Background: an optimization exercise with open tools, aiming at small area, a short achievable clock period and few clock cycles per item. Do not read the settings as production practice.
Only simulation tests tie the RTL to the original design; equivalence was not proved.
Power figures rest on the tool's default switching activity, not on a simulated workload.

## flow/design.v (module list and top-level ports; edited modules follow where they fit)
// module vproc_mul_block: 55 lines
// module vector_mul_simple: 4036 lines
// module mul_pp: 3 lines
// module mul_ppn: 3 lines
// module mul_fa: 4 lines
// module mul_aoi: 3 lines
// module mul_oai: 3 lines
// module mul_nand: 3 lines
// module mul_nor: 3 lines
// module mul_inv: 3 lines
// module mul_ha: 4 lines
module vector_mul_simple (
    input  logic               clk_i,
    input  logic               rst_ni,
    input  logic               in_valid_i,
    input  logic signed [31:0] in_a_i,
    input  logic signed [31:0] in_b_i,
    output logic               out_valid_o,
    output logic signed [63:0] out_result_o
);
  // ...
==> flow/run.sh <==
#!/bin/bash
# synth_recipe.tcl (not shown) runs the flow's synth.tcl, then flattens the netlist and writes it again
# the make line also repeats each setting of config.mk as NAME=value (left out here)
make -C /OpenROAD-flow-scripts/flow DESIGN_CONFIG=/design/flow/config.mk WORK_HOME=/design/flow/orfs CLKGATE_MAP_FILE= SYNTH_SCRIPT=/design/flow/synth_recipe.tcl finish
==> flow/config.mk <==
export PLATFORM = sky130hd
export DESIGN_NAME = vector_mul_simple
export DESIGN_NICKNAME = vector_mul_simple
export VERILOG_FILES = /design/flow/design.v
export SDC_FILE = /design/flow/constraint.sdc
export NUM_CORES = 4
export LEC_CHECK = 0
export CAP_MARGIN = 20
export CORE_MARGIN = 2
export CORE_UTILIZATION = 40
export CTS_BUF_LIST = sky130_fd_sc_hd__clkbuf_8
export CTS_CLUSTER_SIZE = 30
export SETUP_SLACK_MARGIN = 4.8
export SLEW_MARGIN = 20
export SYNTH_HIERARCHICAL = 1
export SYNTH_MINIMUM_KEEP_SIZE = 0
==> flow/constraint.sdc <==
create_clock -name core_clock -period 8.0 [get_ports {clk_i}]
set_input_delay 1.6000 -clock core_clock [delete_from_list [all_inputs] [get_ports {clk_i}]]
set_output_delay 1.6000 -clock core_clock [all_outputs]
set_load 0.01 [all_outputs]
==> impl_results.md, run 1 <==
- Drt first pass iters: 9
- CTS max path bufs: 3
- First-pass GRT wire length: 150.2 mm
- TAP cells: around 960
- Dpl cells: around 3.6k
- Worst hold slack: between 0.3 and 0.4 ns
- Synth area leaders: fa_1 31%, dfxtp_1 21%, xnor2_1 16%
- Worst slew pin tran: 0.8293 ns
- Biggest regs: res_q x64, b_q x32
- Largest family of logic cells by synthesized area: adder cells
- Iteration-0 DRC Markers: ~2.8k
- I/O Buffers: about 130
- Combinational cell fraction of total power: between 70% and 80%
- HPWL after detailed placement: 71.49 mm
- Flop2flop setup slack: ~4.7 ns
- Worst reg2reg path depth: 7
- Status: complete, no violations
- Sw Share: 51.30%
- Leakage dissipation: approximately 13 nW
- Non-clk buf share: a little under a tenth
- Max incr delay on CP: 0.64 ns
- Pre-CTS setup slack: about 4.3 ns
- Seq/total area: ~18%
- GR Layer Usage met3: ~8.9%
- Congestion Overflow GR: 0
- Crit path max-delay family: adder cells
- Most frequent cells in the layout: 509 x o22ai_1, 488 x xnor2_1, 419 x fa_1
- Yosys warns: 7
- Slew HR: 44.34%
- Final instance area: approximately 35,000 µm²
- Most common cell after layout, fill and taps aside: o22ai_1
- Placeable Area: ~73,000 µm²
Testbench counts, summed over its fixed seeds: cycles 16,016, items 16,000.
==> run 2: changes to the inputs <==
--- a/flow/config.mk
+++ b/flow/config.mk
@@ -10,5 +10,3 @@
 export CORE_UTILIZATION = 40
-export CTS_BUF_LIST = sky130_fd_sc_hd__clkbuf_8
-export CTS_CLUSTER_SIZE = 30
-export SETUP_SLACK_MARGIN = 4.8
+export SETUP_SLACK_MARGIN = 4.5
 export SLEW_MARGIN = 20
==> run 2 against run 1 <==
Net effect: sequential share of layout area up 1.1 points; routed wire length is 6.1% lower; worst setup slack worse by 0.19 ns; largest cell class unchanged.
==> impl_results.md, run 2 <==
- Max incr delay on CP: 0.93 ns (was 0.64 ns)
- Die X: 276.5 µm (unchanged)
- Nets: 3,355 (was 3,428)
- Switching Power: 8.658 mW (was 9.281 mW)
- Final wirelength: 97.89 mm (was 104.2 mm)
- Mapped Cells: 2,572 (unchanged)
- TritonCTS clock tree: built (unchanged)
- Slowest CP cell: dfxtp_2 (was fa_2)
- Combinational cell fraction of total power: 72.7% (was 75.4%)
- Flop2flop setup slack: 4.53 ns (was 4.72 ns)
- Initial Util: 40.57% (unchanged)
- Synth area leaders: fa_1 31%, dfxtp_1 21%, xnor2_1 16% (unchanged)
- Share of cells above drive strength 1: 10.37% (was 18.59%)
- Via count: 22.26k (was 23.07k)
- Drc violations: 0 (unchanged)
- Worst vdd ir: 0.0003136 V (was 0.0003341 V)
- Crit path buf inv count: 0 (was 1)
- Drt via density: 6.049 (was 6.130)
- PD cells: 524.1 nW/µm² (was 519.0 nW/µm²)
- Total track usage: 25.15% (was 25.98%)
- Total Power: 17.07 mW (was 18.09 mW)
- Setup crit end kind: flip-flop (unchanged)
- Most common cell after layout, fill and taps aside: xnor2_1 (was o22ai_1)
- Reg with most FFs: res_q (unchanged)
- Yosys cell types: 22 (unchanged)
- Placeable Area: 73,210 µm² (unchanged)
- Worst Hold Launch: v1_q (unchanged)
- Leading area contributor after synthesis: fa_1 (unchanged)
- RR Endpoint: m1589 (unchanged)
- Fin cells: 3,679 (was 3,764)
- Largest net degree at the start of global routing: 35 (unchanged)
- Setup Crit Path Kind: flip-flop to flip-flop (unchanged)
- Sw Share: 50.72% (was 51.30%)
- Vias in the first global route: 23.11k (was 23.70k)
- Final ANT Viol Nets: 0 (unchanged)
- H-tree depth: 2 (unchanged)
- # IOs: 132 (unchanged)
- I/O Buffers: 131 (unchanged)
- Clock share of power: 10.8% (was 9.0%)
- Hold EP: v2_q (unchanged)
- Setup TNS: 0 ns (unchanged)
- Fin. Hold Viols: 0 (unchanged)
- Worst reg2reg path depth: 5 (was 7)
- Root Buffer: clkbuf_16 (was clkbuf_8)
- Most frequent cells in the layout: 543 x xnor2_1, 528 x o22ai_1, 458 x fa_1 (was 509 x o22ai_1, 488 x xnor2_1, 419 x fa_1)
- CTS max path bufs: 3 (unchanged)
- Worst EP required: 8.46 ns (was 8.59 ns)
- P_int: 8.412 mW (was 8.811 mW)
- Worst setup margin: 4.529 ns (was 4.717 ns)
- HPWL after detailed placement: 71.49 mm (unchanged)
- Post-Syn Area: 29,700 µm² (unchanged)
- Die area: 76,460 µm² (unchanged)
- RSZ-0062 raised after global routing: yes (unchanged)
- Number of flops mapped to enable cells by yosys: 0 (unchanged)
- Min Tclk post-route: 3.471 ns (was 3.283 ns)
- WHS Path Cells: 0 (unchanged)
- Count leader, synth: xnor2_1 (unchanged)
- Critical path arrival: 3.93 ns (was 3.87 ns)
- Mean area per synthesized cell: 11.55 µm² (unchanged)
- Levels on crit path: 5 (was 7)
- Hold WC Path Type: flip-flop to flip-flop (unchanged)
- Drt wl/cell: 26.61 µm (was 27.69 µm)
- CP Launch Type: flip-flop (unchanged)
- Top FF cell, synth: dfxtp_1 (unchanged)
- Clk sinks: 309 (unchanged)
- Pre-CTS setup slack: 4.325 ns (unchanged)
- Post-synth ARST share: 0.9709% (unchanged)
- Clk_skew: 0.04228 ns (was 0.05040 ns)
- Slew HR: 34.81% (was 44.34%)
- Drt first pass iters: 8 (was 9)
- MaxCap Viol Count: 0 (unchanged)
- First-pass GRT wire length: 146.1 mm (was 150.2 mm)
- Post-synthesis sequential area ratio: 20.88% (unchanged)
- Biggest regs: res_q x64, b_q x32 (unchanged)
- Critical path peak fanout: 34 (was 16)
- Congestion Overflow GR: 0 (unchanged)
- Largest register FFs: 64 (unchanged)
- Top post-synthesis cells by count: 553 x xnor2_1, 528 x o22ai_1, 458 x fa_1, 306 x dfxtp_1, 141 x ha_1 (unchanged)
- Synthesized flop and latch total: 309 (unchanged)
- Initial antenna violation count: 4 (unchanged)
- CTS Buf Count: 39 (was 56)
- Crit path max-delay family: adder cells (unchanged)
- Leakage dissipation: 11.84 nW (was 13.01 nW)
- Iteration-0 DRC Markers: 2,628 (was 2,782)
- Worst slew pin tran: 0.9779 ns (was 0.8293 ns)
- Status: complete, no violations (unchanged)
- Std cell rows: 99 (unchanged)
- Final slew viol count: 0 (unchanged)
- Dpl cells: 3,606 (unchanged)
- Placer congestion estimate: 0.9348 (unchanged)
- CTS clk-pin slew, worst paths: 0.06 ns (about the same)
- CP Cell Sequence: o22ai_1 -> fa_1 -> fa_1 -> fa_1 -> fa_1 (was clkbuf_8 -> xnor2_1 -> o22ai_1 -> fa_1 -> fa_1 -> fa_1 -> fa_2)
- Top-area cell type share of the netlist area: 30.87% (unchanged)
- Final period util: 43.39% (was 41.03%)
- # setup viols final: 0 (unchanged)
- Fillers: 6,755 (was 6,543)
- Die height: 276.5 µm (unchanged)
- Sequential power share: 16.5% (was 15.6%)
- Area Growth Syn to Fin: 9.659% (was 17.37%)
- Yosys warns: 7 (unchanged)
- Reg2reg start: n1[7] (was b_q[20])
- Most used cell, CP: fa_1 (unchanged)
- Later-pin clock latency in the skew report: 0.60 ns (was 0.72 ns)
- FMAX: 288.1 MHz (was 304.6 MHz)
==> run 2: cell count changes in the layout (fill, tap and decap cells not counted), sizes merged <==
cell           delta
buf              -43
bufbuf            -6
bufinv            -1
clkbuf           -21
clkdlybuf4s50    +30
clkinv            +3
clkinvlp          -3
diode             -1
dlygate4sd2      -11
dlymetal6s2s     -19
inv              -13
==> run 2: what timing repair did <==
item	CTS	global route
endpoints found under the setup margin	47	70
gates cloned	0	0
hold buffers	0	0
gates resized for setup	14	46
buffers inserted	0	1
==> run 2: worst max-delay path by stage <==
stage,start,to,slack [ns]
after floorplan,n1[3],m1547,4.89
after global placement,m1540,res_q[37],4.34
after detailed placement,neg[4],m1592,4.32
after CTS,neg[4],m1592,4.48
after global routing,m1540,res_q[39],4.45
final,n1[7],m1589,4.53
==> run 2: area by class of cell <==
| type | instances | area (µm²) | share of cell area [%] |
|---|---|---|---|
| sequential | 309 | 6271 | 19.25 |
| inverter | 52 | 195.2 | 0.5992 |
| clock inverter | 21 | 281.5 | 0.8643 |
| multi-input combinational | 2098 | 21700 | 66.63 |
| antenna | 1 | 2.502 | 0.007683 |
| timing repair buffer | 189 | 1851 | 5.681 |
| clock buffer | 50 | 1067 | 3.277 |
| tap | 959 | 1200 | 3.684 |
==> run 2: per-layer routing <==
| layer | vias to the layer above | global-route usage, % | part of all wire [%] |
|---|---|---|---|
| li1 | 9327 | - | - |
| met1 | 10957 | 33.18 | 39 |
| met2 | 1648 | 37.76 | 43 |
| met3 | 324 | 8.019 | 13 |
| met4 | 0 | 11.11 | 5.0 |
| met5 | - | 0 | 0 |
==> run 2: cells by family (layout without fill, tap and decap cells) <==
logic type / after synthesis / in the layout / share of synthesized area [%]
buf+inv: 180 / 312 / 6.655
fa+ha+maj: 599 / 599 / 36.81
xor+xnor: 575 / 575 / 16.98
other cells: 1 / 17 / 0.01262
simple gates: 180 / 180 / 2.713
compound gates: 728 / 728 / 15.96
flops: 309 / 309 / 20.88
==> run 2: per-stage QoR <==
stage,cell area (µm²),hold slack (ns),utilization [%]
6_report,32570,0.3488,44.49
5_1_grt,32570,0.3677,44.49
4_1_cts,32370,0.3538,44.21
3_5_place_dp,30960,0.3402,42.30
3_3_place_gp,30960,0.3406,42.30
2_1_floorplan,29760,0.3312,-
==> run 2: power by group through the flow <==
stage / Combinational, mW / Sequential [mW] / Clock, mW
detailed placement: 12.2 / 2.85 / 0
global placement: 12.1 / 2.84 / 0
floorplan: 7.70 / 2.80 / 0
finish: 12.4 / 2.82 / 1.84
CTS: 12.3 / 2.82 / 1.89
global route: 13.5 / 2.88 / 1.96
==> run 2: modules after synthesis, one instance, submodules excluded <==
| module | cell area (µm²) | flip-flops and latches | cells inside | times used |
|---|---|---|---|---|
| mul_aoi | 8.758 | 0 | 1 | 100 |
| mul_pp | 6.256 | 0 | 1 | 528 |
| mul_oai | 5.005 | 0 | 1 | 69 |
| mul_nor | 3.754 | 0 | 1 | 53 |
| mul_ppn | 8.758 | 0 | 1 | 16 |
| vector_mul_simple | 13720 | 309 | 1121 | 1 |
| mul_fa | 20.02 | 0 | 1 | 458 |
| mul_inv | 3.754 | 0 | 1 | 20 |
| mul_nand | 3.754 | 0 | 1 | 81 |
| mul_ha | 12.51 | 0 | 1 | 126 |
==> run 3: changes to the inputs <==
==> flow/flow/run.sh (new file) <==
#!/bin/bash
# Layout flow: the standard ORFS flow (standard.sh, unchanged synthesis), except that the
# buffers placed on the input and output ports are sky130_fd_sc_hd__buf_2 instead of the
# resizer's default pick (clkdlybuf4s50_1, which is twice the area and slow).
set -euo pipefail
export BUFFER_PORTS_ARGS="-buffer_cell sky130_fd_sc_hd__buf_2"
bash standard.sh > standard.log 2>&1
==> flow/standard.sh (new file) <==
#!/bin/bash
# synth_recipe.tcl (not shown) runs the flow's synth.tcl, then flattens the netlist and writes it again
# the make line also repeats each setting of config.mk as NAME=value (left out here)
make -C /OpenROAD-flow-scripts/flow DESIGN_CONFIG=/design/flow/config.mk WORK_HOME=/design/flow/orfs CLKGATE_MAP_FILE= SYNTH_SCRIPT=/design/flow/synth_recipe.tcl "${@:-finish}"
removed: flow/run.sh
==> run 3 against run 2 <==
Net effect: sequential power about the same; die area stayed put; final area fell by 2.2%; fmax shrank 0.14%; first-iteration DRC count increased by 4.2%; register-to-register slack about the same; clock-buffer cell count up 6; largest power group unchanged.
==> impl_results.md, run 3 <==
- Status: complete, no violations (unchanged)
- # setup viols final: 0 (unchanged)
- Critical path peak fanout: 16 (was 34)
- Worst hold slack: 0.3506 ns (was 0.3488 ns)
- Fin cells: 3,677 (was 3,679)
- # hold bufs at CTS: 0 (unchanged)
- Total track usage: 25.10% (was 25.15%)
- HPWL after detailed placement: 71.36 mm (was 71.49 mm)
- I/O Buffers: 131 (unchanged)
- Final period util: 43.45% (was 43.39%)
- Top post-synthesis cells by count: 553 x xnor2_1, 528 x o22ai_1, 458 x fa_1, 306 x dfxtp_1, 141 x ha_1 (unchanged)
- Post-Syn Area: 29,700 µm² (unchanged)
- Die X: 276.5 µm (unchanged)
- Hold WC Path Type: flip-flop to flip-flop (unchanged)
- Placeable Area: 73,210 µm² (unchanged)
- Mean area per synthesized cell: 11.55 µm² (unchanged)
- MaxCap Viol Count: 0 (unchanged)
- H-tree depth: 2 (unchanged)
- Multi-input gate area: 21,670 µm² (was 21,700 µm²)
- Drc violations: 0 (unchanged)
- Mapped Cells: 2,572 (unchanged)
- RSZ-0062 raised after global routing: yes (unchanged)
- Fin util: 43.52% (was 44.49%)
- Clk sinks: 309 (unchanged)
- Later-pin clock latency in the skew report: 0.58 ns (was 0.60 ns)
- Top FF cell, synth: dfxtp_1 (unchanged)
- First-pass GRT wire length: 146.6 mm (was 146.1 mm)
- Worst vdd ir: 0.0003260 V (was 0.0003136 V)
- PD cells: 530.5 nW/µm² (was 524.1 nW/µm²)
- CTS Buf Count: 41 (was 39)
- Reg with most FFs: res_q (unchanged)
- WHS Path Cells: 0 (unchanged)
- Setup TNS: 0 ns (unchanged)
- Area Growth Syn to Fin: 7.249% (was 9.659%)
- Largest net degree at the start of global routing: 35 (unchanged)
- Fillers: 6,809 (was 6,755)
- Largest register FFs: 64 (unchanged)
- Reg2reg start: b_q[18] (was n1[7])
- Initial Util: 40.57% (unchanged)
- Via count: 22.36k (was 22.26k)
- Number of diodes: 0 (was 1)
- Initial antenna violation count: 1 (was 4)
- Flop2flop setup slack: 4.52 ns (was 4.53 ns)
- Post-synthesis sequential area ratio: 20.88% (unchanged)
- Yosys warns: 7 (unchanged)
- Slew HR: 34.56% (was 34.81%)
- Die height: 276.5 µm (unchanged)
- Yosys cell types: 22 (unchanged)
- CTS clk-pin slew, worst paths: 0.06 ns (about the same)
- Critical path arrival: 3.95 ns (was 3.93 ns)
- Leading area contributor after synthesis: fa_1 (unchanged)
- Std cell rows: 99 (unchanged)
- Biggest regs: res_q x64, b_q x32 (unchanged)
- CP Launch Type: flip-flop (unchanged)
- Drt wl/cell: 26.48 µm (was 26.61 µm)
- Iteration-0 DRC Markers: 2,739 (was 2,628)
- Hold EP: v3_q (was v2_q)
- Drt via density: 6.080 (was 6.049)
- Worst Hold Launch: v2_q (was v1_q)
- Setup Crit Path Kind: flip-flop to flip-flop (unchanged)
- Dpl cells: 3,604 (was 3,606)
- Most frequent cells in the layout: 547 x xnor2_1, 528 x o22ai_1, 458 x fa_1 (was 543 x xnor2_1, 528 x o22ai_1, 458 x fa_1)
- Most common cell after layout, fill and taps aside: xnor2_1 (unchanged)
- Final ANT Viol Nets: 0 (unchanged)
- RR Endpoint: m1586 (was m1589)
- Post-synth ARST share: 0.9709% (unchanged)
- Leakage dissipation: 11.83 nW (was 11.84 nW)
- Placer congestion estimate: 0.9359 (was 0.9348)
- Count leader, synth: xnor2_1 (unchanged)
- Top-area cell type share of the netlist area: 30.87% (unchanged)
- Worst EP required: 8.48 ns (was 8.46 ns)
- Setup crit end kind: flip-flop (unchanged)
- Number of flops mapped to enable cells by yosys: 0 (unchanged)
- Register area: 6264 µm² (was 6271 µm²)
- Final wirelength: 97.36 mm (was 97.89 mm)
- Clk_skew: 0.02194 ns (was 0.04228 ns)
- Die area: 76,460 µm² (unchanged)
- FMAX: 287.7 MHz (was 288.1 MHz)
- Fin. Hold Viols: 0 (unchanged)
- TritonCTS clock tree: built (unchanged)
- Drt first pass iters: 7 (was 8)
- Vias in the first global route: 23.50k (was 23.11k)
- Worst reg2reg path depth: 7 (was 5)
- Synthesized flop and latch total: 309 (unchanged)
- Synth area leaders: fa_1 31%, dfxtp_1 21%, xnor2_1 16% (unchanged)
- CTS max path bufs: 3 (unchanged)
- # IOs: 132 (unchanged)
- Share of cells above drive strength 1: 15.05% (was 10.37%)
- Min Tclk post-route: 3.476 ns (was 3.471 ns)
- Final slew viol count: 0 (unchanged)
- Total Power: 16.90 mW (was 17.07 mW)
- Worst slew pin tran: 0.9817 ns (was 0.9779 ns)
- Root Buffer: clkbuf_16 (unchanged)
- Congestion Overflow GR: 0 (unchanged)
- Nets: 3,355 (unchanged)
==> run 3: cell counts after synthesis <==
No cell type changed its count.
==> run 3: metrics by stage <==
step / setup WS (ns) / instance area (µm²)
global placement: 4.243 / 30290
detailed placement: 4.204 / 30290
finish: 4.524 / 31860
CTS: 4.500 / 31720
global route: 4.469 / 31860
floorplan: 4.886 / 29760
==> run 3: modules after synthesis, one instance, submodules excluded <==
module             flip-flops and latches  copies in the design  cell area (µm²)
mul_nand                                0                    81            3.754
mul_ha                                  0                   126            12.51
mul_oai                                 0                    69            5.005
mul_pp                                  0                   528            6.256
mul_fa                                  0                   458            20.02
mul_aoi                                 0                   100            8.758
mul_nor                                 0                    53            3.754
mul_inv                                 0                    20            3.754
mul_ppn                                 0                    16            8.758
vector_mul_simple                     309                     1            13720
==> run 3: layer usage <==
metal | share of wire (%) | global-route usage (%) | vias up
li1 | - | - | 9350
met1 | 40 | 32.74 | 11052
met2 | 43 | 37.62 | 1631
met3 | 12 | 7.757 | 320
met4 | 5.3 | 12.55 | 2
met5 | 0.012 | 0 | -
==> run 3: cell families after synthesis <==
group	synth area share, %
compound gates	15.96
xor+xnor	16.98
fa+ha+maj	36.81
buf+inv	6.655
flops	20.88
other cells	0.01262
simple gates	2.713
==> run 3: report_power, final <==
group | total (mW) | internal (mW) | switching, mW
logic | 12.2 | 4.72 | 7.50
clock network | 1.87 | 1.14 | 0.727
registers | 2.82 | 2.40 | 0.417
==> run 3: final cells by class <==
| type | instances | share of cell area (%) |
|---|---|---|
| Multi-Input combinational cell | 2098 | 68.03 |
| Timing Repair Buffer | 187 | 3.606 |
| Clock buffer | 56 | 3.621 |
| Clock inverter | 16 | 0.6991 |
| Inverter | 52 | 0.6127 |
| Tap cell | 959 | 3.767 |
| Sequential cell | 309 | 19.66 |
==> run 3: how the worst max path moves through the flow <==
stage	depth (start not counted)	start	slack, ns	endpoint
final	7	b_q[18]	4.52	m1586
after global routing	6	neg[1]	4.47	m1571
after CTS	7	neg[12]	4.50	m1630
after detailed placement	6	neg[1]	4.20	m1571
after global placement	6	neg[1]	4.24	m1571
after floorplan	5	n1[3]	4.89	m1547
==> run 3: what timing repair did <==
action | in CTS | in global routing
pin swaps | 0 | 0
buffers inserted | 0 | 1
endpoints found under the setup margin | 97 | 52
gates resized for setup | 16 | 28
endpoints found under the hold margin | 0 | 0
==> run 3: critical path: stages (launching register included) <==
cell and delay [ns]:
dfxtp_1 0.31, buf_4 0.40, xnor2_1 0.27, o22ai_1 0.20
fa_1 0.62, fa_1 0.47, fa_1 0.42, fa_1 0.68
==> run 4: changes to the inputs <==
--- a/flow/config.mk
+++ b/flow/config.mk
@@ -9,3 +9,3 @@
 export CORE_MARGIN = 2
-export CORE_UTILIZATION = 40
+export CORE_UTILIZATION = 70
 export SETUP_SLACK_MARGIN = 4.5
==> run 4 against run 3 <==
Net effect: sequential power decreased by 3%; clock power decreased by 3%; sequential share of layout area increased by 0.27 points; still clean on timing, DRC and antenna; flip-flop and latch count unchanged; global-route usage increased by 18 points.
==> impl_results.md, run 4 <==
- Top FF cell, synth: dfxtp_1 (unchanged)
- Critical path arrival: 3.96 ns (was 3.95 ns)
- Most frequent cells in the layout: 551 x xnor2_1, 528 x o22ai_1, 458 x fa_1 (was 547 x xnor2_1, 528 x o22ai_1, 458 x fa_1)
- Clk_skew: 0.01623 ns (was 0.02194 ns)
- Initial antenna violation count: 5 (was 1)
- Sw Share: 50.63% (was 51.13%)
- Post-synth ARST share: 0.9709% (unchanged)
- # setup viols final: 0 (unchanged)
- Post-Syn Area: 29,700 µm² (unchanged)
- I/O Buffers: 131 (unchanged)
- Reg with most FFs: res_q (unchanged)
- CTS clk-pin slew, worst paths: 0.06 ns (about the same)
- Area Growth Syn to Fin: 5.817% (was 7.249%)
- Initial Util: 70.81% (was 40.57%)
- Die height: 210.0 µm (was 276.5 µm)
- Via count: 23.18k (was 22.36k)
- Synth Area in Simple Gates: 2.713% (unchanged)
- Placer congestion estimate: 0.9997 (was 0.9359)
- TritonCTS clock tree: built (unchanged)
- Sequential power share: 16.1% (was 16.7%)
- Placeable Area: 41,950 µm² (was 73,210 µm²)
- H-tree depth: 2 (unchanged)
- Synth Area in Compound Gates: 15.96% (unchanged)
- Synthesized flop and latch total: 309 (unchanged)
- P_int: 8.405 mW (was 8.260 mW)
- Top-area cell type share of the netlist area: 30.87% (unchanged)
- DP Area: 29,830 µm² (was 30,290 µm²)
- Clk sinks: 309 (unchanged)
- HPWL after detailed placement: 66.10 mm (was 71.36 mm)
- Most common cell after layout, fill and taps aside: xnor2_1 (unchanged)
- Iteration-0 DRC Markers: 3,705 (was 2,739)
- RSZ-0062 raised after global routing: yes (unchanged)
- Clock share of power: 10.7% (was 11.1%)
- Yosys warns: 7 (unchanged)
- Hold WC Path Type: flip-flop to flip-flop (unchanged)
- Leakage dissipation: 11.88 nW (was 11.83 nW)
- Slew HR: 35.25% (was 34.56%)
- Pre-CTS setup slack: 4.100 ns (was 4.204 ns)
- Synth Area in Adders: 36.81% (unchanged)
- Min Tclk post-route: 3.509 ns (was 3.476 ns)
- Final instance area: 31,430 µm² (was 31,860 µm²)
- Drc violations: 0 (unchanged)
- Worst vdd ir: 0.0004298 V (was 0.0003260 V)
- Multiplexer share of the synthesized area: 0% (unchanged)
- Congestion Overflow GR: 0 (unchanged)
- PD cells: 541.6 nW/µm² (was 530.5 nW/µm²)
- Total track usage: 42.87% (was 25.10%)
- FMAX: 285.0 MHz (was 287.7 MHz)
- Combinational cell fraction of total power: 73.2% (was 72.3%)
- Count leader, synth: xnor2_1 (unchanged)
- Biggest regs: res_q x64, b_q x32 (unchanged)
- Setup TNS: 0 ns (unchanged)
- Final ANT Viol Nets: 0 (unchanged)
- Worst setup margin: 4.491 ns (was 4.524 ns)
- MaxCap Viol Count: 0 (unchanged)
- Vias in the first global route: 23.59k (was 23.50k)
- Area share of xor/xnor cells in the synthesized design: 16.98% (unchanged)
- Drt first pass iters: 9 (was 7)
- Switching Power: 8.619 mW (was 8.641 mW)
- Number of flops mapped to enable cells by yosys: 0 (unchanged)
- Nets: 3,369 (was 3,355)
- Mean area per synthesized cell: 11.55 µm² (unchanged)
- Yosys cell types: 22 (unchanged)
- Top post-synthesis cells by count: 553 x xnor2_1, 528 x o22ai_1, 458 x fa_1, 306 x dfxtp_1, 141 x ha_1 (unchanged)
- # IOs: 132 (unchanged)
- Worst EP required: 8.45 ns (was 8.48 ns)
- Leading area contributor after synthesis: fa_1 (unchanged)
- Post-synthesis sequential area ratio: 20.88% (unchanged)
- Drt wl/cell: 29.13 µm (was 26.48 µm)
- CTS max path bufs: 3 (unchanged)
- Final wirelength: 95.21 mm (was 97.36 mm)
- Root Buffer: clkbuf_16 (unchanged)
- Fin. Hold Viols: 0 (unchanged)
- Share of cells above drive strength 1: 14.81% (was 15.05%)
- Final period util: 43.86% (was 43.45%)
- Drt via density: 7.092 (was 6.080)
- Final slew viol count: 0 (unchanged)
- Die area: 44,100 µm² (was 76,460 µm²)
- Flop2flop setup slack: 4.49 ns (was 4.52 ns)
- Later-pin clock latency in the skew report: 0.56 ns (was 0.58 ns)
- # hold bufs at CTS: 0 (unchanged)
- First-pass GRT wire length: 141.4 mm (was 146.6 mm)
- Worst slew pin tran: 0.9713 ns (was 0.9817 ns)
- Largest register FFs: 64 (unchanged)
- Status: complete, no violations (unchanged)
- Largest family of logic cells by synthesized area: adder cells (unchanged)
- Mapped Cells: 2,572 (unchanged)
- Die X: 210.0 µm (was 276.5 µm)
- CP Launch Type: flip-flop (unchanged)
- Critical path peak fanout: 3 (was 16)
- Setup Crit Path Kind: flip-flop to flip-flop (unchanged)
- Synth area leaders: fa_1 31%, dfxtp_1 21%, xnor2_1 16% (unchanged)
- Largest net degree at the start of global routing: 35 (unchanged)
- Setup crit end kind: flip-flop (unchanged)
- CTS Buf Count: 36 (was 41)
- Std cell rows: 75 (was 99)
- Worst hold slack: 0.3598 ns (was 0.3506 ns)
[run 4: cell counts after synthesis]
No cell type changed its count.
[run 4: logic make-up after synthesis]
group | Yosys count
other | 1
AO/OA/AOI/OAI | 728
AND/OR/NAND/NOR | 180
XOR/XNOR | 575
adder cells (fa/ha/maj) | 599
flip-flops | 309
buffers and inverters | 180
[run 4: per-module statistics from Yosys, one instance, submodules excluded]
module             area (µm²)  cells inside  times used  flops+latches
mul_fa                  20.02             1         458              0
mul_oai                 5.005             1          69              0
mul_nor                 3.754             1          53              0
vector_mul_simple       13720          1121           1            309
mul_inv                 3.754             1          20              0
mul_ppn                 8.758             1          16              0
mul_ha                  12.51             1         126              0
mul_aoi                 8.758             1         100              0
mul_nand                3.754             1          81              0
mul_pp                  6.256             1         528              0
[run 4: routing by layer]
metal | vias up | routed length [µm] | GRT usage, %
met3 | 452 | 14710 | 15.76
met1 | 11172 | 34940 | 57.42
met2 | 2168 | 39740 | 62.47
met4 | 10 | 5717 | 19.64
li1 | 9375 | - | -
met5 | - | 109 | 1.112
[run 4: stage by stage]
| step | power, mW | utilization, % | cells |
|---|---|---|---|
| 2_1_floorplan | 10.50 | - | 2587 |
| 3_3_place_gp | 14.25 | 71.12 | 3196 |
| 3_5_place_dp | 14.54 | 71.12 | 3196 |
| 4_1_cts | 16.62 | 74.43 | 3259 |
| 5_1_grt | 17.97 | 74.93 | 3267 |
| 6_report | 17.02 | 74.93 | 3268 |
[run 4: final cells by class]
class | instances | area [µm²]
clock buffers | 43 | 968.4
flip-flops and latches | 309 | 6266
multi-input cells | 2098 | 21650
inverters | 52 | 195.2
repair buffers | 206 | 1339
clock inverters | 20 | 335.3
diodes | 1 | 2.502
fillers | 2924 | 10520
well taps | 539 | 674.4
[run 4: critical path, cell delays in order, from the launching register on]
cell,delay (ns)
dfxtp_1,0.32
fa_1,0.52
fa_1,0.51
ha_1,0.39
nand2_1,0.12
nor2_1,0.27
nand2_1,0.18
nor2_2,0.28
nand2_1,0.14
o21ai_4,0.27
a21oi_2,0.12
xnor2_2,0.30
[run 4: timing repair]
| action | 4_1_cts | 5_1_grt |
|---|---|---|
| gates resized for setup | 28 | 17 |
| setup buffers | 0 | 8 |
| endpoints found under the setup margin | 122 | 56 |
[run 4: final timing paths]
kind,from,to,depth (start not counted)
hold reg to reg,v1_q,v2_q,0
hold / removal,v1_q,v2_q,0
max in group asynchronous,rst_ni,v3_q,1
setup reg to reg,m1560,res_q[41],11
setup / recovery,m1560,res_q[41],11
min in group asynchronous,rst_ni,v2_q,1
[run 4: power groups by stage]
| stage | clock (mW) | sequential (mW) | combinational, mW |
|---|---|---|---|
| floorplan | 0 | 2.80 | 7.70 |
| global placement | 0 | 2.75 | 11.5 |
| detailed placement | 0 | 2.77 | 11.8 |
| CTS | 1.84 | 2.75 | 12.0 |
| global route | 1.90 | 2.79 | 13.3 |
| finish | 1.82 | 2.73 | 12.5 |
==> run 5: changes to the inputs <==
--- a/flow/config.mk
+++ b/flow/config.mk
@@ -9,3 +9,3 @@
 export CORE_MARGIN = 2
-export CORE_UTILIZATION = 70
+export CORE_UTILIZATION = 55
 export SETUP_SLACK_MARGIN = 4.5
==> run 5 against run 4 <==
Net effect: still clean; first-iteration DRC count fell by 16%; clock skew increased by 0.0081 ns; utilization is 16 points lower; synthesized area unchanged; routed wire length up 1.8%; via count is 4.0% lower; largest cell class unchanged.
==> impl_results.md, run 5 <==
- Status: complete, no violations (unchanged)
- Clk sinks: 309 (unchanged)
- Most used cell, CP: fa_1 (was nand2_1)
- Post-synth ARST share: 0.9709% (unchanged)
- # setup viols final: 0 (unchanged)
- Largest register FFs: 64 (unchanged)
- Worst reg2reg path depth: 6 (was 11)
- Post-synthesis sequential area ratio: 20.88% (unchanged)
- Congestion Overflow GR: 0 (unchanged)
- RR Endpoint: m1504 (was res_q[41])
- Drt via density: 6.529 (was 7.092)
- # IOs: 132 (unchanged)
- Largest net degree at the start of global routing: 35 (unchanged)
- RSZ-0062 raised after global routing: yes (unchanged)
- Most common cell after layout, fill and taps aside: xnor2_1 (unchanged)
- Worst Hold Launch: v1_q (unchanged)
- Slew HR: 33.37% (was 35.25%)
- Post-Syn Area: 29,700 µm² (unchanged)
- Yosys cell types: 22 (unchanged)
- Via count: 22.24k (was 23.18k)
- Multiplexer share of the synthesized area: 0% (unchanged)
- Drt wl/cell: 28.46 µm (was 29.13 µm)
- Hold WC Path Type: flip-flop to flip-flop (unchanged)
- TritonCTS clock tree: built (unchanged)
- Die X: 236.4 µm (was 210.0 µm)
- Synth Area in Adders: 36.81% (unchanged)
- WHS Path Cells: 0 (unchanged)
- Critical path peak fanout: 16 (was 3)
- PD cells: 518.5 nW/µm² (was 541.6 nW/µm²)
- Multi-input gate area: 21,630 µm² (was 21,650 µm²)
- Reg with most FFs: res_q (unchanged)
- Final ANT Viol Nets: 0 (unchanged)
- Number of flops mapped to enable cells by yosys: 0 (unchanged)
- Min Tclk post-route: 3.448 ns (was 3.509 ns)
- I/O Buffers: 131 (unchanged)
- Later-pin clock latency in the skew report: 0.58 ns (was 0.56 ns)
- Most frequent cells in the layout: 552 x xnor2_1, 528 x o22ai_1, 458 x fa_1 (was 551 x xnor2_1, 528 x o22ai_1, 458 x fa_1)
- Leakage dissipation: 11.72 nW (was 11.88 nW)
- Leading area contributor after synthesis: fa_1 (unchanged)
- Die area: 55,880 µm² (was 44,100 µm²)
- Pre-CTS setup slack: 4.158 ns (was 4.100 ns)
- Share of cells above drive strength 1: 14.94% (was 14.81%)
- Worst vdd ir: 0.0002622 V (was 0.0004298 V)
- Setup TNS: 0 ns (unchanged)
- First-pass GRT wire length: 144.5 mm (was 141.4 mm)
- Register area: 6269 µm² (was 6266 µm²)
- H-tree depth: 2 (unchanged)
- Area Growth Syn to Fin: 5.505% (was 5.817%)
- MaxCap Viol Count: 0 (unchanged)
- Hold EP: v2_q (unchanged)
- Initial antenna violation count: 0 (was 5)
- HPWL after detailed placement: 68.74 mm (was 66.10 mm)
- CTS Buf Count: 39 (was 36)
- Yosys warns: 7 (unchanged)
- CP Cell Sequence: xnor2_1 -> o22ai_1 -> fa_1 -> fa_1 -> fa_1 -> fa_1 (was fa_1 -> fa_1 -> ha_1 -> nand2_1 -> nor2_1 -> nand2_1 -> nor2_2 -> nand2_1 -> o21ai_4 -> a21oi_2 -> xnor2_2)
- Setup crit end kind: flip-flop (unchanged)
- Worst slew pin tran: 0.9994 ns (was 0.9713 ns)
- CTS max path bufs: 3 (unchanged)
- Synthesized flop and latch total: 309 (unchanged)
- Initial Util: 55.42% (was 70.81%)
- Count leader, synth: xnor2_1 (unchanged)
- Flop2flop setup slack: 4.55 ns (was 4.49 ns)
- Clk_skew: 0.02435 ns (was 0.01623 ns)
- Mapped Cells: 2,572 (unchanged)
- Max incr delay on CP: 0.88 ns (was 0.52 ns)
- Fillers: 4,685 (was 2,924)
- Mean area per synthesized cell: 11.55 µm² (unchanged)
- Synth Area in Compound Gates: 15.96% (unchanged)
- Drt first pass iters: 6 (was 9)
- Die height: 236.4 µm (was 210.0 µm)
- Std cell rows: 85 (was 75)
- Final wirelength: 96.93 mm (was 95.21 mm)
- Worst EP required: 8.44 ns (was 8.45 ns)
- Number of diodes: 0 (was 1)
- Biggest regs: res_q x64, b_q x32 (unchanged)
- Area share of xor/xnor cells in the synthesized design: 16.98% (unchanged)
- Slowest CP cell: dfxtp_2 (was fa_1)
- Top post-synthesis cells by count: 553 x xnor2_1, 528 x o22ai_1, 458 x fa_1, 306 x dfxtp_1, 141 x ha_1 (unchanged)
- Root Buffer: clkbuf_16 (unchanged)
- Placeable Area: 53,600 µm² (was 41,950 µm²)
- Total track usage: 34.53% (was 42.87%)
- Top FF cell, synth: dfxtp_1 (unchanged)
- Setup Crit Path Kind: flip-flop to flip-flop (unchanged)
- Final period util: 43.10% (was 43.86%)
- Reg2reg start: b_q[4] (was m1560)
- Placer congestion estimate: 0.9543 (was 0.9997)
- Iteration-0 DRC Markers: 3,096 (was 3,705)
- Synth Area in Simple Gates: 2.713% (unchanged)
- Fin. Hold Viols: 0 (unchanged)
- Worst setup margin: 4.552 ns (was 4.491 ns)
- Synth area leaders: fa_1 31%, dfxtp_1 21%, xnor2_1 16% (unchanged)
- Nets: 3,349 (was 3,369)
- Largest family of logic cells by synthesized area: adder cells (unchanged)
- CP Launch Type: flip-flop (unchanged)
- Drc violations: 0 (unchanged)
- FMAX: 290.0 MHz (was 285.0 MHz)
- Final slew viol count: 0 (unchanged)
- Top-area cell type share of the netlist area: 30.87% (unchanged)
- Vias in the first global route: 22.97k (was 23.59k)
- Critical path arrival: 3.89 ns (was 3.96 ns)
- CTS clk-pin slew, worst paths: 0.06 ns (about the same)
## run 5: cells by family (layout without fill, tap and decap cells)
group / after synthesis / count (layout)
compound gates: 728 / 728
flops: 309 / 309
fa+ha+maj: 599 / 599
buf+inv: 180 / 303
xor+xnor: 575 / 575
other cells: 1 / 16
simple gates: 180 / 180
## run 5: per-stage QoR
stage | hold slack [ns] | total power [mW] | utilization [%] | std cells | area [µm²]
after floorplan | 0.3312 | 10.50 | - | 2587 | 29760
after global placement | 0.3337 | 14.07 | 55.85 | 3336 | 29930
after detailed placement | 0.3387 | 14.28 | 55.85 | 3336 | 29940
after CTS | 0.3519 | 16.15 | 58.23 | 3404 | 31210
after global routing | 0.3655 | 17.48 | 58.47 | 3406 | 31340
final | 0.3477 | 16.25 | 58.47 | 3406 | 31340
## run 5: modules after synthesis, one instance, submodules excluded
module / cells / cell area (µm²) / copies in the design / flops+latches
mul_nand: 1 / 3.754 / 81 / 0
mul_inv: 1 / 3.754 / 20 / 0
mul_ha: 1 / 12.51 / 126 / 0
mul_aoi: 1 / 8.758 / 100 / 0
vector_mul_simple: 1121 / 13720 / 1 / 309
mul_oai: 1 / 5.005 / 69 / 0
mul_pp: 1 / 6.256 / 528 / 0
mul_ppn: 1 / 8.758 / 16 / 0
mul_fa: 1 / 20.02 / 458 / 0
mul_nor: 1 / 3.754 / 53 / 0
## run 5: repair_timing
action | 4_1_cts | 5_1_grt
resized for setup | 7 | 24
buffers inserted | 0 | 2
hold buffers | 0 | 0
setup endpoints to repair | 95 | 80
## run 5: worst max-delay path: cells and delay by family (launching register included)
family / cells / cell delay, ns
adder cells (fa/ha/maj): 4 / 1.88
AO/OA/AOI/OAI: 1 / 0.28
flip-flops: 1 / 0.88
XOR/XNOR: 1 / 0.26
## run 5: where the power goes
group | total (mW) | switching [mW] | internal (mW)
Sequential | 2.83 | 0.438 | 2.40
Combinational | 11.7 | 6.99 | 4.68
Clock | 1.75 | 0.715 | 1.03
## run 5: area by class of cell
type	instances	area share (%)
Tap cell	696	2.779
Multi-Input combinational cell	2098	69.03
Clock buffer	48	3.350
Inverter	52	0.6228
Clock inverter	20	0.6548
Timing Repair Buffer	183	3.561
Sequential cell	309	20.00
## run 5: worst max path at each step
stage | start | endpoint | slack [ns] | cells past startpoint
CTS | neg[6] | m1607 | 4.50 | 7
global placement | b_q[31] | m1571 | 4.16 | 6
floorplan | n1[3] | m1547 | 4.89 | 5
detailed placement | neg[3] | m1589 | 4.16 | 6
finish | b_q[4] | m1504 | 4.55 | 6
global route | m1536 | res_q[55] | 4.41 | 11
## run 5: per-layer routing
metal / share of wire (%) / GRT usage (%) / vias up
met3: 13 / 12.28 / 282
li1: - / - / 9305
met2: 42 / 49.98 / 1633
met5: 0 / 0 / -
met4: 4.2 / 12.85 / 0
met1: 41 / 47.59 / 11019
==> run 6: changes to the inputs <==
==> flow/flow/run.sh (replaced) <==
#!/bin/bash
# Layout flow: the standard ORFS flow (standard.sh, unchanged synthesis), except that
#  - the buffers placed on the input and output ports are sky130_fd_sc_hd__buf_2 instead of the
#    resizer's default pick (clkdlybuf4s50_1, twice the area and slow), and
#  - the buffers that abc put in the synthesized netlist are removed at floorplan, so that the
#    resizer buffers the design for the layout it actually has.
set -euo pipefail
export BUFFER_PORTS_ARGS="-buffer_cell sky130_fd_sc_hd__buf_2"
export REMOVE_ABC_BUFFERS=1
bash standard.sh > standard.log 2>&1
--- a/flow/config.mk
+++ b/flow/config.mk
@@ -9,3 +9,3 @@
 export CORE_MARGIN = 2
-export CORE_UTILIZATION = 55
+export CORE_UTILIZATION = 40
 export SETUP_SLACK_MARGIN = 4.5
==> run 6 against run 5 <==
Net effect: worst hold slack worse by 0.0014 ns; total power is 3.2% higher; clock-buffer cell count is 3 higher; still clean; flip-flop and latch count stayed put; combinational power hardly changed.
==> impl_results.md, run 6 <==
- Critical path peak fanout: 3 (was 16)
- CP Launch Type: flip-flop (unchanged)
- Mapped Cells: 2,572 (unchanged)
- Mean area per synthesized cell: 11.55 µm² (unchanged)
- CTS Buf Count: 39 (unchanged)
- Clk sinks: 309 (unchanged)
- Drc violations: 0 (unchanged)
- H-tree depth: 2 (unchanged)
- Synth area leaders: fa_1 31%, dfxtp_1 21%, xnor2_1 16% (unchanged)
- Vias in the first global route: 23.70k (was 22.97k)
- Largest net degree at the start of global routing: 35 (unchanged)
- Clk_skew: 0.01826 ns (was 0.02435 ns)
- Top post-synthesis cells by count: 553 x xnor2_1, 528 x o22ai_1, 458 x fa_1, 306 x dfxtp_1, 141 x ha_1 (unchanged)
- Hold WC Path Type: flip-flop to flip-flop (unchanged)
- Setup TNS: 0 ns (unchanged)
- CTS clk-pin slew, worst paths: 0.06 ns (about the same)
- Synthesized flop and latch total: 309 (unchanged)
- Routed wl met2: 43.72 mm (was 40.93 mm)
- Post-synth ARST share: 0.9709% (unchanged)
- Top Layer Used: met5 (was met4)
- Iteration-0 DRC Markers: 2,707 (was 3,096)
- Std cell rows: 99 (was 85)
- Total track usage: 25.84% (was 34.53%)
- Crit path max-delay family: simple AND/OR/NAND/NOR gates (was adder cells)
- DP Area: 30,290 µm² (was 29,940 µm²)
- Most common cell after layout, fill and taps aside: xnor2_1 (unchanged)
- Largest register FFs: 64 (unchanged)
- Fin util: 43.64% (was 58.47%)
- Final wirelength: 100.5 mm (was 96.93 mm)
- Setup crit end kind: flip-flop (unchanged)
- Placeable Area: 73,210 µm² (was 53,600 µm²)
- Critical path arrival: 3.95 ns (was 3.89 ns)
- Drt via density: 6.132 (was 6.529)
- Initial antenna violation count: 1 (was 0)
- Biggest regs: res_q x64, b_q x32 (unchanged)
- Worst hold slack: 0.3463 ns (was 0.3477 ns)
- Status: complete, no violations (unchanged)
- Congestion Overflow GR: 0 (unchanged)
- Later-pin clock latency in the skew report: 0.56 ns (was 0.58 ns)
- Dpl cells: 3,604 (was 3,336)
- MaxCap Viol Count: 0 (unchanged)
- Max incr delay on CP: 0.49 ns (was 0.88 ns)
- Worst setup margin: 4.490 ns (was 4.552 ns)
- Total Power: 16.78 mW (was 16.25 mW)
- Worst vdd ir: 0.0003611 V (was 0.0002622 V)
- Via count: 22.55k (was 22.24k)
- # hold bufs at CTS: 0 (unchanged)
- # IOs: 132 (unchanged)
- Worst EP required: 8.44 ns (about the same)
- Most frequent cells in the layout: 545 x xnor2_1, 527 x o22ai_1, 458 x fa_1 (was 552 x xnor2_1, 528 x o22ai_1, 458 x fa_1)
- Fin cells: 3,677 (was 3,406)
- Pre-CTS setup slack: 4.112 ns (was 4.158 ns)
- Nets: 3,354 (was 3,349)
- Met3 routed WL: 12.49 mm (was 12.28 mm)
- Share of cells above drive strength 1: 15.27% (was 14.94%)
- Final slew viol count: 0 (unchanged)
- Fillers: 6,832 (was 4,685)
- Min Tclk post-route: 3.510 ns (was 3.448 ns)
- CTS max path bufs: 3 (unchanged)
- FMAX: 284.9 MHz (was 290.0 MHz)
- Yosys cell types: 22 (unchanged)
- Final instance area: 31,950 µm² (was 31,340 µm²)
- I/O Buffers: 131 (unchanged)
- Crit path buf inv count: 0 (unchanged)
- Reg with most FFs: res_q (unchanged)
- # setup viols final: 0 (unchanged)
- Slew HR: 33.98% (was 33.37%)
- Die height: 276.5 µm (was 236.4 µm)
- Top FF cell, synth: dfxtp_1 (unchanged)
- Yosys warns: 7 (unchanged)
- Final period util: 43.88% (was 43.10%)
- Leading area contributor after synthesis: fa_1 (unchanged)
- Drt first pass iters: 6 (unchanged)
- Placer congestion estimate: 0.9207 (was 0.9543)
- RSZ-0062 raised after global routing: yes (unchanged)
- Post-Syn Area: 29,700 µm² (unchanged)
- Final ANT Viol Nets: 0 (unchanged)
- Die area: 76,460 µm² (was 55,880 µm²)
- Slowest CP cell: fa_1 (was dfxtp_2)
- Area Growth Syn to Fin: 7.565% (was 5.505%)
- Drt wl/cell: 27.33 µm (was 28.46 µm)
- M1 wire length: 39.25 mm (was 39.67 mm)
- Fin. Hold Viols: 0 (unchanged)
- Post-synthesis sequential area ratio: 20.88% (unchanged)
- Die X: 276.5 µm (was 236.4 µm)
- Count leader, synth: xnor2_1 (unchanged)
- Number of flops mapped to enable cells by yosys: 0 (unchanged)
- PD cells: 525.0 nW/µm² (was 518.5 nW/µm²)
- Initial Util: 40.57% (was 55.42%)
- HPWL after detailed placement: 71.41 mm (was 68.74 mm)
- Top-area cell type share of the netlist area: 30.87% (unchanged)
- Root Buffer: clkbuf_16 (unchanged)
- CP Cell Sequence: fa_1 -> ha_1 -> nand2_1 -> nor2_1 -> nand2_1 -> nor2_1 -> a21oi_2 -> o21ai_1 -> a21oi_2 -> xnor2_1 (was xnor2_1 -> o22ai_1 -> fa_1 -> fa_1 -> fa_1 -> fa_1)
- Leakage dissipation: 11.87 nW (was 11.72 nW)
- Worst slew pin tran: 0.9902 ns (was 0.9994 ns)
- Number of diodes: 0 (unchanged)
- Setup Crit Path Kind: flip-flop to flip-flop (unchanged)
- TritonCTS clock tree: built (unchanged)
- First-pass GRT wire length: 150.0 mm (was 144.5 mm)
-- run 6: layer usage --
metal  global-route usage, %  up-vias
met3                   8.214      330
met2                   39.30     1784
met4                   11.87        2
li1                        -     9351
met1                   33.45    11079
met5                  0.6254        -
-- run 6: logic make-up after synthesis --
| family | share of synthesized area (%) |
|---|---|
| AO/OA/AOI/OAI | 15.96 |
| buffers and inverters | 6.655 |
| flip-flops | 20.88 |
| other | 0.01262 |
| XOR/XNOR | 16.98 |
| AND/OR/NAND/NOR | 2.713 |
| adder cells (fa/ha/maj) | 36.81 |
-- run 6: timing repair --
action	4_1_cts	5_1_grt
buffers inserted	0	2
endpoints found under the setup margin	99	77
gates resized for setup	14	40
cloned	0	0
-- run 6: final timing paths --
path                         from        end  cells after the start  slack [ns]
hold reg to reg              v1_q       v2_q                      0        0.35
min in group asynchronous  rst_ni       v2_q                      1        0.82
max in group asynchronous  rst_ni       v1_q                      1        7.07
setup / recovery            m1523  res_q[59]                     10        4.49
setup reg to reg            m1523  res_q[59]                     10        4.49
hold / removal               v1_q       v2_q                      0        0.35
-- run 6: cell type report --
class	count	area [µm²]	share of cell area, %
Clock buffer	51	1114	3.485
Tap cell	959	1200	3.755
Sequential cell	309	6276	19.64
Inverter	52	195.2	0.6109
Clock inverter	20	289.0	0.9046
Timing Repair Buffer	188	1171	3.665
Multi-Input combinational cell	2098	21710	67.94
-- run 6: per-module statistics from Yosys (local to each module, per instance) --
| module | flip-flops and latches | cells | times used | cell area [µm²] |
|---|---|---|---|---|
| mul_fa | 0 | 1 | 458 | 20.02 |
| vector_mul_simple | 309 | 1121 | 1 | 13720 |
| mul_nor | 0 | 1 | 53 | 3.754 |
| mul_nand | 0 | 1 | 81 | 3.754 |
| mul_pp | 0 | 1 | 528 | 6.256 |
| mul_aoi | 0 | 1 | 100 | 8.758 |
| mul_ppn | 0 | 1 | 16 | 8.758 |
| mul_inv | 0 | 1 | 20 | 3.754 |
| mul_ha | 0 | 1 | 126 | 12.51 |
| mul_oai | 0 | 1 | 69 | 5.005 |
-- run 6: power by group --
group          switching, mW  leakage [nW]  internal, mW
clock                  0.730         0.682          1.19
combinational           7.28          8.57          4.75
sequential             0.429          2.61          2.40

what the ideal ports hide:
No port has a modelled driver above. Below, the same layouts with a new extraction and two added sets of constraints. Step 1 sets driving cells, clkbuf_16 on the clock port and buf_2 on the other inputs (assumed; they add their load-dependent delay and slew). Step 2 moves the port delays by t, midway between the first and last clock arrival at a register: inputs arrive t later, outputs are due t later. That takes back most of the time a late clock gives input paths. Slacks: no drivers / after step 1 / after step 2; pairs: no drivers / after step 1.
| run | shift t [ns] | slack for setup (ns) | worst setup path at the end | worst slew at a driven data input, ns | cell pins on the clock port's net |
|---|---|---|---|---|---|
| run 1 | 0.746 | 4.717 / 4.717 / 4.717 | register to register | 0.05 | 1 |
| run 2 | 0.645 | 4.529 / 4.529 / 4.529 | register to register | 0.05 | 1 |
| run 3 | 0.633 | 4.524 / 4.524 / 4.524 | register to register | 0.04 | 1 |
| run 4 | 0.613 | 4.491 / 4.491 / 4.491 | register to register | 0.05 | 1 |
| run 5 | 0.627 | 4.552 / 4.552 / 4.552 | register to register | 0.06 | 1 |
| run 6 | 0.613 | 4.490 / 4.490 / 4.490 | register to register | 0.05 | 1 |
After both steps setup and hold are still met in every run listed.
